What follows belongs to an exercise in optimizing a design on an open flow for small area, a short achievable clock period and few clock cycles per item; a production flow would make more cautious choices.
The RTL was checked by simulation tests, not by an equivalence proof against the original design.

==> 05-07: inputs <==
## multiplicacion
module multiplicacion #(
    parameter N = 32
    ) (
    input logic clk, rst,
    input logic valid,
    input logic [N-1:0] A, B,
    output logic [2*N-1:0] Mult,
    output logic done
    );
==> flow/config.mk <==
export PLATFORM = sky130hd
export DESIGN_NAME = multiplicacion
export DESIGN_NICKNAME = multiplicacion
export VERILOG_FILES = /design/flow/design.v
export SDC_FILE = /design/flow/constraint.sdc
export NUM_CORES = 4
export LEC_CHECK = 0
export ABC_AREA = 1
export CAP_MARGIN = 20
export CORE_MARGIN = 2
export CORE_UTILIZATION = 48
export CTS_BUF_LIST = sky130_fd_sc_hd__clkbuf_4 sky130_fd_sc_hd__clkbuf_8
export SLEW_MARGIN = 20
export SYNTH_HIERARCHICAL = 1
==> flow/constraint.sdc <==
create_clock -name core_clock -period 5.0 [get_ports {clk}]
set_input_delay 1.0000 -clock core_clock [delete_from_list [all_inputs] [get_ports {clk}]]
set_output_delay 1.0000 -clock core_clock [all_outputs]
set_load 0.01 [all_outputs]
standard.sh (not shown) runs the stock make flow with config.mk's settings and CLKGATE_MAP_FILE= SYNTH_SCRIPT=/design/flow/synth_recipe.tcl, a recipe that flattens the netlist after the stock synthesis.
==> flow/flow/run.sh <==
#!/bin/bash
set -e
cat standard.sh > standard_sh_copy.txt
export BUFFER_PORTS_ARGS="-buffer_cell sky130_fd_sc_hd__buf_4"
bash standard.sh > standard.log 2>&1
==> inputs of 03-25, as changes to 05-07 <==
ABC_AREA = 0   (was 1)
CORE_UTILIZATION = 55   (was 48)
CTS_BUF_LIST = unset   (was sky130_fd_sc_hd__clkbuf_4 sky130_fd_sc_hd__clkbuf_8)
==> inputs of 04-18, as changes to 05-07 <==
==> flow/flow/run.sh (replaced) <==
#!/bin/bash
set -e
cat standard.sh > standard_sh_copy.txt
export BUFFER_PORTS_ARGS="-buffer_cell sky130_fd_sc_hd__buf_4"
bash standard.sh synth floorplan place > standard_place.log 2>&1
export SETUP_SLACK_MARGIN=0.7
bash standard.sh > standard.log 2>&1
CORE_UTILIZATION = 55   (was 48)
CTS_BUF_LIST = unset   (was sky130_fd_sc_hd__clkbuf_4 sky130_fd_sc_hd__clkbuf_8)
==> inputs of 05-01, as changes to 05-07 <==
CORE_UTILIZATION = 70   (was 48)
CTS_BUF_LIST = unset   (was sky130_fd_sc_hd__clkbuf_4 sky130_fd_sc_hd__clkbuf_8)
==> run summary <==
Length of routed wiring on met1: 05-07 31870 um; 03-25 43500 um; 04-18 31720 um; 05-01 27430 um
Adder and majority cell fraction of the synthesized area: 05-07 48.18%; 03-25 40.84%; 04-18 48.18%; 05-01 48.18%
Number of filler cells placed in the layout: 05-07 4765; 03-25 4553; 04-18 3736; 05-01 2371
Number of search-and-repair iterations in the first detailed-routing pass: 05-07 6; 03-25 8; 04-18 5; 05-01 7
Run status: 05-07 timing/DRC/antenna clean; 03-25 finished with violations; 04-18 timing/DRC/antenna clean; 05-01 timing/DRC/antenna clean
Violated checks: 05-07 -; 03-25 setup timing; 04-18 -; 05-01 -
Iteration-0 DRC Markers: 05-07 1851; 03-25 4671; 04-18 1923; 05-01 2627
Highest Signal Layer: 05-07 met4; 03-25 met5; 04-18 met4; 05-01 met4
Critical Path Most Common Cell: 05-07 nand2_2; 03-25 buf_6; 04-18 fa_1; 05-01 fa_1
Worst slack at placement: 05-07 2.687 ps; 03-25 -218.7 ps; 04-18 73.60 ps; 05-01 -3.374 ps
Top-count cell post-synth: 05-07 fa_1; 03-25 a21oi_1; 04-18 fa_1; 05-01 fa_1
Detailed route wirelength on metal2: 05-07 42110 um; 03-25 56180 um; 04-18 41560 um; 05-01 38390 um
Testbench counts of 05-07, summed over its fixed seeds: cycles 2,408, items 2,400.
Testbench counts of 03-25, summed over its fixed seeds: cycles 2,408, items 2,400.
Testbench counts of 04-18, summed over its fixed seeds: cycles 2,408, items 2,400.
Testbench counts of 05-01, summed over its fixed seeds: cycles 2,408, items 2,400.

========
==> inputs of run Z <==
multiplicacion, a different RTL version from the one above (not shown whole).
Settings: LEC_CHECK=0, ABC_AREA=1, CAP_MARGIN=20, CORE_MARGIN=2, CORE_UTILIZATION=55, SLEW_MARGIN=20, SYNTH_HIERARCHICAL=1; clock period 5.0 ns.
==> flow/flow/run.sh <==
#!/bin/bash
set -e
cat standard.sh > standard_sh_copy.txt
export BUFFER_PORTS_ARGS="-buffer_cell sky130_fd_sc_hd__buf_4"
bash standard.sh > standard.log 2>&1
==> run E (differences from run Z) <==
SETUP_SLACK_MARGIN = 0.5   (was not set)
==> results.toml <==
[cells_and_area]
multi_input_area_mm2 = 0.0232
clk_share = 0.0192
drive_gt1_frac = 0.107

[status]
status = "timing/DRC/antenna clean"

[setup_path]
slowest_delay_ns = 0.46

[detailed_routing]
wl_met2_mm = 48.7
wl_met3_mm = 13.8
vias_per_cell = 6.09

[power]
Source of the figures above: run Z

==> results.toml <==
[status]
status = "timing/DRC/antenna clean"

[timing]
whs_ns = 0.671
finalWorstSetupSlack_ns = 0.619
period_share = 0.876

[logic_synthesis]
yosys.area_share.simple = 0.130

[cells_and_area]
drive_gt1_frac = 0.108
clk_share = 0.0192
multi_input_area_mm2 = 0.0232

[setup_path]
slowest_delay_ns = 0.45

[detailed_routing]
vias_per_cell = 6.12
Source of the figures above: run E

Testbench counts of run Z, summed over its fixed seeds: cycles 2,408, items 2,400.
Testbench counts of run E, summed over its fixed seeds: cycles 2,408, items 2,400.

========
==> harbor: inputs <==
multiplicacion with an RTL version that a note above also has.
Settings: LEC_CHECK=0, ABC_AREA=1, CAP_MARGIN=20, CORE_MARGIN=2, CORE_UTILIZATION=55, PLACE_DENSITY=0.75, SLEW_MARGIN=20, SYNTH_HIERARCHICAL=1; clock period 5.0 ns.
Scripts as last shown in full above: flow/flow/run.sh
==> maple: changes against harbor <==
CAP_MARGIN = 0   (was 20)
PLACE_DENSITY = unset   (was 0.75)
SLEW_MARGIN = 0   (was 20)
==> zinc: changes against harbor <==
CTS_BUF_LIST = sky130_fd_sc_hd__clkbuf_4 sky130_fd_sc_hd__clkbuf_8   (was unset)
PLACE_DENSITY = unset   (was 0.75)
==> qor summary <==
quantity	harbor	zinc	maple
Outcome	complete, no violations	complete, no violations	complete, no violations
Final core area utilization	0.618	0.618	0.622
Post-layout min period	4.65 ns	4.46 ns	4.48 ns
Post-route worst hold slack	0.676 ns	0.593 ns	0.672 ns
Non-clock buffer share	0.0826	0.0888	0.0882
Vias in the first global route	22.1k	21.6k	21.7k
Met3 Resource Use GR	0.0834	0.0717	0.0706
Pre-CTS worst setup slack	-0.0341 ns	0.0736 ns	0.0736 ns
Library cell appearing most often on the critical path	fa_1	nand2_2	fa_1
Clock transition time at the flip-flop clock pins of the worst setup and hold paths	0.06 ns	0.08 ns	0.06 ns
Antenna violations before repair	2	0	0
Worst Max-Slew Pin Slew	0.623 ns	0.629 ns	0.689 ns
Routed wire length on met2	38700 um	40700 um	40700 um
Standard cell area after detailed placement	27400 sq um	27600 sq um	27600 sq um
Final HPWL DP	67300 um	69900 um	69900 um
First-pass detailed-route iteration total	6	5	6
CP startpoint	B[15]	q3	B[7]
Iteration-0 DRC Markers	2060	1892	1932
Uppermost layer routed	met5	met4	met4
Testbench counts of harbor, summed over its fixed seeds: cycles 2,408, items 2,400.
Testbench counts of maple, summed over its fixed seeds: cycles 2,408, items 2,400.
Testbench counts of zinc, summed over its fixed seeds: cycles 2,408, items 2,400.

separate check: timing with driven ports:
How much do the figures lean on ideal ports? The routed layouts below were timed once more, with nothing changed but the port constraints. Step 1 sets driving cells, clkbuf_16 on the clock port and buf_2 on the other inputs (assumed; they add their load-dependent delay and slew). Step 2 also shifts input and output timing later by t, the mid clock arrival at the registers, as if the neighbouring blocks saw the same clock. Slacks: ideal ports / drivers / drivers and shift; pairs: ideal ports / drivers.
run	t, ns	slack for setup (ns)	pins driven straight from the clock port
05-07	0.619	0.495 / 0.441 / -0.077	1
03-25	0.557	-0.185 / -0.250 / -0.376	1
04-18	0.542	0.602 / 0.631 / 0.089	1
05-01	0.524	0.408 / 0.435 / -0.089	1
run Z	0.542	0.587 / 0.526 / 0.205	1
run E	0.540	0.619 / 0.559 / 0.209	1
harbor	0.535	0.352 / 0.388 / -0.147	1
maple	0.538	0.525 / 0.548 / 0.010	1
zinc	0.615	0.536 / 0.477 / -0.004	1
Met with ideal ports but missed after step 2: setup timing in 05-07, 05-01, harbor and zinc. The setup slack of 05-07, which loses most, moves by -0.054 ns with the drivers and by -0.572 ns with both steps.
